What follows belongs to an exercise in optimizing a design on an open flow for a short achievable clock period and few clock cycles; a production flow would make more cautious choices.
Power and IR drop assume default switching activity.

Setup of gamma:
==> flow/design.v <==
module bitty_add16 (
    input  [15:0] a,
    input  [15:0] b,
    input         cin,
    output [15:0] s,
    output        cout
);
    wire [15:0] p = a ^ b;
    wire [15:0] g0 = a & b;
    wire [15:0] g1, p1, g2, p2, g3, p3, g4, p4;
    wire [15:0] gi = {g0[15:1], g0[0] | (p[0] & cin)};
    genvar i;
    generate
        for (i = 0; i < 16; i = i + 1) begin : l1
            if (i >= 1) begin : a1
                assign g1[i] = gi[i] | (p[i] & gi[i-1]);
                assign p1[i] = p[i] & p[i-1];
            end else begin : b1
                assign g1[i] = gi[i];
                assign p1[i] = p[i];
            end
        end
        for (i = 0; i < 16; i = i + 1) begin : l2
            if (i >= 2) begin : a2
                assign g2[i] = g1[i] | (p1[i] & g1[i-2]);
                assign p2[i] = p1[i] & p1[i-2];
            end else begin : b2
                assign g2[i] = g1[i];
                assign p2[i] = p1[i];
            end
        end
        for (i = 0; i < 16; i = i + 1) begin : l3
            if (i >= 4) begin : a3
                assign g3[i] = g2[i] | (p2[i] & g2[i-4]);
                assign p3[i] = p2[i] & p2[i-4];
            end else begin : b3
                assign g3[i] = g2[i];
                assign p3[i] = p2[i];
            end
        end
        for (i = 0; i < 16; i = i + 1) begin : l4
            if (i >= 8) begin : a4
                assign g4[i] = g3[i] | (p3[i] & g3[i-8]);
                assign p4[i] = p3[i] & p3[i-8];
            end else begin : b4
                assign g4[i] = g3[i];
                assign p4[i] = p3[i];
            end
        end
    endgenerate
    assign s    = p ^ {g4[14:0], cin};
    assign cout = g4[15];
endmodule
module bitty_carry16 (
    input  [15:0] a,
    input  [15:0] b,
    input         cin,
    output [15:0] c,
    output        cout
);
    wire [15:0] p = a ^ b;
    wire [15:0] g0 = a & b;
    wire [15:0] g1, p1, g2, p2, g3, p3, g4, p4;
    wire [15:0] gi = {g0[15:1], g0[0] | (p[0] & cin)};
    genvar i;
    generate
        for (i = 0; i < 16; i = i + 1) begin : l1
            if (i >= 1) begin : a1
                assign g1[i] = gi[i] | (p[i] & gi[i-1]);
                assign p1[i] = p[i] & p[i-1];
            end else begin : b1
                assign g1[i] = gi[i];
                assign p1[i] = p[i];
            end
        end
        for (i = 0; i < 16; i = i + 1) begin : l2
            if (i >= 2) begin : a2
                assign g2[i] = g1[i] | (p1[i] & g1[i-2]);
                assign p2[i] = p1[i] & p1[i-2];
            end else begin : b2
                assign g2[i] = g1[i];
                assign p2[i] = p1[i];
            end
        end
        for (i = 0; i < 16; i = i + 1) begin : l3
            if (i >= 4) begin : a3
                assign g3[i] = g2[i] | (p2[i] & g2[i-4]);
                assign p3[i] = p2[i] & p2[i-4];
            end else begin : b3
                assign g3[i] = g2[i];
                assign p3[i] = p2[i];
            end
        end
        for (i = 0; i < 16; i = i + 1) begin : l4
            if (i >= 8) begin : a4
                assign g4[i] = g3[i] | (p3[i] & g3[i-8]);
                assign p4[i] = p3[i] & p3[i-8];
            end else begin : b4
                assign g4[i] = g3[i];
                assign p4[i] = p3[i];
            end
        end
    endgenerate
    assign c    = {g4[14:0], cin};
    assign cout = g4[15];
endmodule
module bitty_geq16 (
    input  [15:0] x,
    input  [15:0] y,
    output        cout
);
    wire [15:0] g0 = x & y;
    wire [15:0] p0 = x | y;
    wire [7:0] g1, p1;
    wire [3:0] g2, p2;
    wire [1:0] g3, p3;
    genvar i;
    generate
        for (i = 0; i < 8; i = i + 1) begin : l1
            if (i == 0) begin : c0
                assign g1[i] = g0[1] | (p0[1] & (g0[0] | p0[0]));
                assign p1[i] = 1'b0;
            end else begin : cn
                assign g1[i] = g0[2*i+1] | (p0[2*i+1] & g0[2*i]);
                assign p1[i] = p0[2*i+1] & p0[2*i];
            end
        end
        for (i = 0; i < 4; i = i + 1) begin : l2
            assign g2[i] = g1[2*i+1] | (p1[2*i+1] & g1[2*i]);
            assign p2[i] = p1[2*i+1] & p1[2*i];
        end
        for (i = 0; i < 2; i = i + 1) begin : l3
            assign g3[i] = g2[2*i+1] | (p2[2*i+1] & g2[2*i]);
            assign p3[i] = p2[2*i+1] & p2[2*i];
        end
    endgenerate
    assign cout = g3[1] | (p3[1] & g3[0]);
endmodule
module core (
    input clk,
    input reset,
    output [11:0] imem_addr,
    input [15:0] imem_data,
    output wb_valid,
    output [2:0] wb_reg,
    output [15:0] wb_data
);
    localparam NT = 8;          
    reg [11:0] fa;              
    reg        dv;              
    reg [11:0] dpc;             
    reg        dhit;            
    reg [3:0]  dmask;           
    reg        ev, e_alu, e_br;
    reg [2:0]  e_rx;
    reg [15:0] e_a, e_b;        
    reg [15:0] e_na, e_nb;      
    reg [15:0] e_bx;            
    reg        e_sub, e_ar;     
    reg [7:0]  e_op;            
    reg [1:0]  e_cond;
    reg [11:0] e_tgt, e_fall, e_pc;
    reg        e_hit;
    reg [3:0]  e_mask;
    reg        vv;              
    reg [3:0]  v_mask;
    reg [11:0] v_fall;
    reg        r_act, r_len;    
    reg [11:0] r_key;
    reg [3:0]  r_mask;
    reg        i_v;             
    reg [7:0]  i_sel;           
    reg        i_upd;           
    reg [11:0] i_key, i_del;
    reg [3:0]  i_mask;
    reg        w_v;
    reg [2:0]  w_rx;
    reg        k_v;
    reg [15:0] k_c;
    reg        k_chz;
    reg [15:0] R [0:7];
    reg [15:0] C;               
    reg        chz;             
    reg [15:0] wbd;             
    reg        wbv;
    reg [2:0]  wbr;
    reg          tv    [0:NT-1];
    reg [11:0]   tkey  [0:NT-1];
    reg [11:0]   tdel  [0:NT-1];    
    reg [3:0]    tmask [0:NT-1];
    reg [2:0]    tptr;        
    assign imem_addr = fa;
    assign wb_valid  = wbv;
    assign wb_reg    = wbr;
    assign wb_data   = wbd;
    wire c_hi0 = chz;
    wire [3:0] ccls = {~c_hi0, c_hi0 & C[1] & ~C[0], c_hi0 & ~C[1] & C[0], c_hi0 & ~C[1] & ~C[0]};
    wire mis_v = vv & ~|(v_mask & ccls);
    wire [15:0] a = e_a;
    wire [15:0] b = e_b;
    wire [15:0] cy;
    wire        cy_out;
    bitty_carry16 u_cy (.a(a), .b(e_bx), .cin(e_sub), .c(cy), .cout(cy_out));
    wire [15:0] p_ab = a ^ e_bx;
    wire        ge, le;
    bitty_geq16 u_ge (.x(a), .y(e_nb), .cout(ge));    
    bitty_geq16 u_le (.x(b), .y(e_na), .cout(le));    
    wire        b_big = |b[15:4];
    wire [15:0] r_shl = b_big ? 16'd0 : (a << b[3:0]);
    wire [15:0] r_shr = b_big ? 16'd0 : (a >> b[3:0]);
    wire [15:0] r_cmp = {14'd0, ~ge, ~le};
    wire [15:0] oth = ({16{e_op[2]}} & (a & b))
                    | ({16{e_op[3]}} & (a | b))
                    | ({16{e_op[4]}} & (a ^ b))
                    | ({16{e_op[5]}} & r_shl)
                    | ({16{e_op[6]}} & r_shr)
                    | ({16{e_op[7]}} & r_cmp);
    wire [15:0] t_ab   = a | e_bx;
    wire        hz_sum = ~(cy[2] ^ p_ab[2]) & ~|(p_ab[15:3] ^ t_ab[14:2]);
    wire        hz_oth = ~|oth[15:2];
    wire        hz     = e_ar ? hz_sum : hz_oth;
    wire [15:0] res0 = ({16{e_ar}} &  p_ab) | oth;    
    wire [15:0] res1 = ({16{e_ar}} & ~p_ab) | oth;    
    wire [15:0] res  = (cy & res1) | (~cy & res0);
    wire e_commit = ev & ~mis_v;
    wire do_alu   = e_commit & e_alu;
    wire ex_alu   = ev & e_alu;       
    wire [3:0] cond_oh = 4'd1 << e_cond;
    wire taken   = e_br & |(cond_oh[2:0] & ccls[2:0]);
    wire e_ok    = |(e_mask & ccls);
    wire mis_e   = e_commit & ~e_alu & (e_hit ? ~e_ok : taken);
    wire mis     = mis_v | mis_e;
    wire [11:0] raddr = mis_v ? v_fall : (taken ? e_tgt : e_fall);
    wire [3:0] k_br  = ~e_br ? 4'b1111 : (taken ? cond_oh : ~cond_oh);
    wire [3:0] k_grp = k_br & ((e_hit & e_ok) ? e_mask : 4'b1111);
    reg  [NT-1:0] m;            
    reg  [NT-1:0] u;            
    reg  [11:0]   t_del;
    reg  [3:0]    t_mask;
    integer k;
    always @(*) begin
        t_del = 12'd0;
        t_mask = 4'd0;
        for (k = 0; k < NT; k = k + 1) begin
            m[k] = tv[k] & (tkey[k] == fa);
            u[k] = tv[k] & (tkey[k] == r_key);
            t_del = t_del | ({12{m[k]}} & tdel[k]);
            t_mask = t_mask | ({4{m[k]}} & tmask[k]);
        end
    end
    wire        hit  = |m;
    wire [11:0] fa_next = mis ? raddr : (fa + 12'd1) ^ t_del;
    wire          install = e_commit & e_alu & r_act & r_len;
    wire          upd     = |u;
    wire [NT-1:0] wsel    = upd ? u : (8'd1 << tptr);
    wire [1:0] fmt = imem_data[1:0];
    wire [2:0] rx  = imem_data[15:13];
    wire [2:0] ry  = imem_data[12:10];
    wire [2:0] d_opc = imem_data[4:2];
    wire       ex_wr = ev & e_alu;    
    wire       fwd_a = ex_wr & (e_rx == rx);
    wire       fwd_b = ex_wr & (e_rx == ry) & ~fmt[0];
    wire [15:0] ra   = (w_v & (w_rx == rx)) ? C : R[rx];
    wire [15:0] rb   = fmt[0] ? {8'd0, imem_data[12:5]} : (w_v & (w_rx == ry)) ? C : R[ry];
    wire [15:0] d_a  = fwd_a ? res : ra;
    wire [15:0] d_b  = fwd_b ? res : rb;
    wire       d_sub = (d_opc == 3'd1) | (d_opc == 3'd7);
    wire [15:0] a1   = fwd_a ? res1 : ra;
    wire [15:0] a0   = fwd_a ? res0 : ra;
    wire [15:0] b1   = fwd_b ? res1 : rb;
    wire [15:0] b0   = fwd_b ? res0 : rb;
    wire [15:0] bx1  = b1 ^ {16{d_sub}};
    wire [15:0] bx0  = b0 ^ {16{d_sub}};
    integer i;
    always @(posedge clk or posedge reset) begin
        if (reset) begin
            fa <= 12'd0; dv <= 1'b0;
            ev <= 1'b0;
            vv <= 1'b0;
            r_act <= 1'b0;
            i_v <= 1'b0;
            k_v <= 1'b0;
            w_v <= 1'b0;
            for (i = 0; i < 8; i = i + 1) R[i] <= 16'h0001;
            C <= 16'h0001;
            chz <= 1'b1;
            wbv <= 1'b0;
            for (i = 0; i < NT; i = i + 1) tv[i] <= 1'b0;
            tptr <= 0;
        end else begin
            fa     <= fa_next;
            dv     <= ~mis;
            ev     <= dv & ~mis;
            wbv <= do_alu;
            if (ex_alu) begin
                C   <= res;
                chz <= hz;
            end else if (k_v) begin
                C   <= k_c;
                chz <= k_chz;
            end
            k_v <= mis_v & ex_alu;
            w_v <= do_alu;
            if (w_v) R[w_rx] <= C;
            vv     <= do_alu & e_hit;
            if (e_commit) r_act <= 1'b1;
            i_v <= install;
            if (i_v) begin
                for (i = 0; i < NT; i = i + 1)
                    if (i_sel[i]) tv[i] <= 1'b1;
                if (!i_upd) tptr <= tptr + 1'b1;
            end
        end
    end
    always @(posedge clk) begin
        dpc    <= fa;
        dhit   <= hit;
        dmask  <= t_mask;
        e_alu  <= ~fmt[1];
        e_br   <= (fmt == 2'b10) & (imem_data[3:2] != 2'b11);
        e_rx   <= rx;
        e_a    <= (cy & a1) | (~cy & a0);
        e_b    <= (cy & b1) | (~cy & b0);
        e_nb   <= ~((cy & b1) | (~cy & b0));
        e_na   <= ~((cy & a1) | (~cy & a0));
        e_bx   <= (cy & bx1) | (~cy & bx0);
        e_sub  <= d_sub;
        e_ar   <= ~d_opc[2] & ~d_opc[1];
        e_op   <= 8'd1 << d_opc;
        e_cond <= imem_data[3:2];
        e_tgt  <= imem_data[15:4];
        e_fall <= dpc + 12'd1;
        e_pc   <= dpc;
        e_hit  <= dhit;
        e_mask <= dmask;
        wbr    <= e_rx;
        if (ex_alu) wbd <= res;
        v_mask <= e_mask;
        v_fall <= e_fall;
        k_c    <= C;
        k_chz  <= chz;
        w_rx   <= e_rx;
        i_key  <= r_key;
        i_del  <= e_pc ^ (r_key + 12'd1);
        i_mask <= r_mask;
        i_sel  <= wsel;
        i_upd  <= upd;
        if (i_v) begin
            for (i = 0; i < NT; i = i + 1)
                if (i_sel[i]) begin
                    tkey[i]  <= i_key;
                    tdel[i]  <= i_del;
                    tmask[i] <= i_mask;
                end
        end
        if (e_commit) begin
            if (e_alu) begin
                r_len  <= 1'b0;
                r_key  <= e_pc;
                r_mask <= 4'b1111;
            end else begin
                r_len  <= 1'b1;
                if (!r_act) r_key <= e_pc;
                r_mask <= (r_act ? r_mask : 4'b1111) & k_grp;
            end
        end
    end
endmodule
clock: 6.0 ns
lec_check: 0
cap_margin: 20
core_margin: 2
core_utilization: 40
setup_slack_margin: 3.5
slew_margin: 20
tns_end_percent: 100
run.sh (not shown) runs the stock make flow with config.mk's settings and CLKGATE_MAP_FILE= SYNTH_SCRIPT=/design/flow/synth_recipe.tcl, a recipe that flattens the netlist after the stock synthesis.
Modified inputs, epsilon compared to gamma
--- a/flow/design.v
+++ b/flow/design.v
@@ -145,10 +145,12 @@
     output [2:0] wb_reg,
     output [15:0] wb_data
 );
     localparam NT = 8;          
     reg [11:0] fa;              
+    reg [11:0] fa_out;          
+    reg        first;           
     reg        dv;              
     reg [11:0] dpc;             
     reg        dhit;            
     reg [3:0]  dmask;           
     reg        ev, e_alu, e_br;
@@ -175,52 +177,49 @@
     reg [3:0]  i_mask;
     reg        w_v;
     reg [2:0]  w_rx;
     reg        k_v;
     reg [15:0] k_c;
-    reg        k_chz;
     reg [15:0] R [0:7];
     reg [15:0] C;               
-    reg        chz;             
     reg [15:0] wbd;             
     reg        wbv;
     reg [2:0]  wbr;
     reg          tv    [0:NT-1];
     reg [11:0]   tkey  [0:NT-1];
     reg [11:0]   tdel  [0:NT-1];    
     reg [3:0]    tmask [0:NT-1];
     reg [2:0]    tptr;        
-    assign imem_addr = fa;
+    assign imem_addr = fa_out;
     assign wb_valid  = wbv;
     assign wb_reg    = wbr;
     assign wb_data   = wbd;
-    wire c_hi0 = chz;
+    wire c_hi0 = ~|C[15:2];
     wire [3:0] ccls = {~c_hi0, c_hi0 & C[1] & ~C[0], c_hi0 & ~C[1] & C[0], c_hi0 & ~C[1] & ~C[0]};
     wire mis_v = vv & ~|(v_mask & ccls);
     wire [15:0] a = e_a;
     wire [15:0] b = e_b;
     wire [15:0] cy;
     wire        cy_out;
     bitty_carry16 u_cy (.a(a), .b(e_bx), .cin(e_sub), .c(cy), .cout(cy_out));
     wire [15:0] p_ab = a ^ e_bx;
+    wire [15:0] b_n  = ~e_nb;
+    wire [15:0] a_n  = ~e_na;
     wire        ge, le;
-    bitty_geq16 u_ge (.x(a), .y(e_nb), .cout(ge));    
-    bitty_geq16 u_le (.x(b), .y(e_na), .cout(le));    
-    wire        b_big = |b[15:4];
-    wire [15:0] r_shl = b_big ? 16'd0 : (a << b[3:0]);
-    wire [15:0] r_shr = b_big ? 16'd0 : (a >> b[3:0]);
+    bitty_geq16 u_ge (.x(a),   .y(e_nb), .cout(ge));    
+    bitty_geq16 u_le (.x(b_n), .y(e_na), .cout(le));    
+    wire        big_l = |b[15:4];
+    wire        big_r = |b_n[15:4];
+    wire [15:0] r_shl = big_l ? 16'd0 : (a << b[3:0]);
+    wire [15:0] r_shr = big_r ? 16'd0 : (a_n >> b_n[3:0]);
     wire [15:0] r_cmp = {14'd0, ~ge, ~le};
-    wire [15:0] oth = ({16{e_op[2]}} & (a & b))
-                    | ({16{e_op[3]}} & (a | b))
-                    | ({16{e_op[4]}} & (a ^ b))
+    wire [15:0] oth = ({16{e_op[2]}} & (a & e_bx))
+                    | ({16{e_op[3]}} & (a | e_bx))
+                    | ({16{e_op[4]}} & p_ab)
                     | ({16{e_op[5]}} & r_shl)
                     | ({16{e_op[6]}} & r_shr)
                     | ({16{e_op[7]}} & r_cmp);
-    wire [15:0] t_ab   = a | e_bx;
-    wire        hz_sum = ~(cy[2] ^ p_ab[2]) & ~|(p_ab[15:3] ^ t_ab[14:2]);
-    wire        hz_oth = ~|oth[15:2];
-    wire        hz     = e_ar ? hz_sum : hz_oth;
     wire [15:0] res0 = ({16{e_ar}} &  p_ab) | oth;    
     wire [15:0] res1 = ({16{e_ar}} & ~p_ab) | oth;    
     wire [15:0] res  = (cy & res1) | (~cy & res0);
     wire e_commit = ev & ~mis_v;
     wire do_alu   = e_commit & e_alu;
@@ -272,35 +271,32 @@
     wire [15:0] bx1  = b1 ^ {16{d_sub}};
     wire [15:0] bx0  = b0 ^ {16{d_sub}};
     integer i;
     always @(posedge clk or posedge reset) begin
         if (reset) begin
-            fa <= 12'd0; dv <= 1'b0;
+            fa <= 12'd0; dv <= 1'b0; first <= 1'b1;
             ev <= 1'b0;
             vv <= 1'b0;
             r_act <= 1'b0;
             i_v <= 1'b0;
             k_v <= 1'b0;
             w_v <= 1'b0;
             for (i = 0; i < 8; i = i + 1) R[i] <= 16'h0001;
             C <= 16'h0001;
-            chz <= 1'b1;
             wbv <= 1'b0;
             for (i = 0; i < NT; i = i + 1) tv[i] <= 1'b0;
             tptr <= 0;
         end else begin
-            fa     <= fa_next;
-            dv     <= ~mis;
+            first  <= 1'b0;
+            fa     <= first ? 12'd0 : fa_next;
+            dv     <= ~mis & ~first;
             ev     <= dv & ~mis;
             wbv <= do_alu;
-            if (ex_alu) begin
-                C   <= res;
-                chz <= hz;
-            end else if (k_v) begin
-                C   <= k_c;
-                chz <= k_chz;
-            end
+            if (ex_alu)
+                C <= res;
+            else if (k_v)
+                C <= k_c;
             k_v <= mis_v & ex_alu;
             w_v <= do_alu;
             if (w_v) R[w_rx] <= C;
             vv     <= do_alu & e_hit;
             if (e_commit) r_act <= 1'b1;
@@ -332,15 +328,15 @@
         e_fall <= dpc + 12'd1;
         e_pc   <= dpc;
         e_hit  <= dhit;
         e_mask <= dmask;
         wbr    <= e_rx;
+        fa_out <= first ? 12'd0 : fa_next;
         if (ex_alu) wbd <= res;
         v_mask <= e_mask;
         v_fall <= e_fall;
         k_c    <= C;
-        k_chz  <= chz;
         w_rx   <= e_rx;
         i_key  <= r_key;
         i_del  <= e_pc ^ (r_key + 12'd1);
         i_mask <= r_mask;
         i_sel  <= wsel;
## What came out
[compare] base=gamma new=epsilon: die height shows no meaningful change; share of total power in sequential cells +1.6 points; maximum clock frequency lost about 2.4%. Going from gamma to epsilon, final setup slack of the worst path decreased 0.065 ns, filler cell count lower. Cmp epsilon and gamma / clock power share / higher: epsilon. The combinational group share of total power of epsilon is lower than that of gamma. Area of the core region delta for epsilon relative to gamma: 0.33% lower. epsilon: full flow OK, the timing, DRC and antenna checks passed.
No run of this note included a check of the RTL's function; only the layout flow was run.

## afterwards: timing with drivers on the ports
How much do the figures lean on ideal ports? The routed layouts below were timed once more, with nothing changed but the port constraints. Step 1 assumes that a clkbuf_16 drives the clock port and a buf_2 every other input. Step 2 times the ports against the registers' clock, not the clock port: input delays grow and output delays shrink by t, the midpoint of the rising clock arrivals with the driver on. Three values: ideal ports, drivers, drivers and shift; two values: the first two.
run | t (ns) | slack for setup (ns) | clock arrival spread, ns
gamma | 0.688 | 3.339 / 3.339 / 2.674 | 0.058 / 0.057
epsilon | 0.683 | 3.274 / 3.274 / 2.763 | 0.034 / 0.034
After both steps setup and hold are still met in every run listed. For gamma, which loses most, drivers alone change the setup slack by 0.000 ns; drivers and shift together by -0.665 ns.
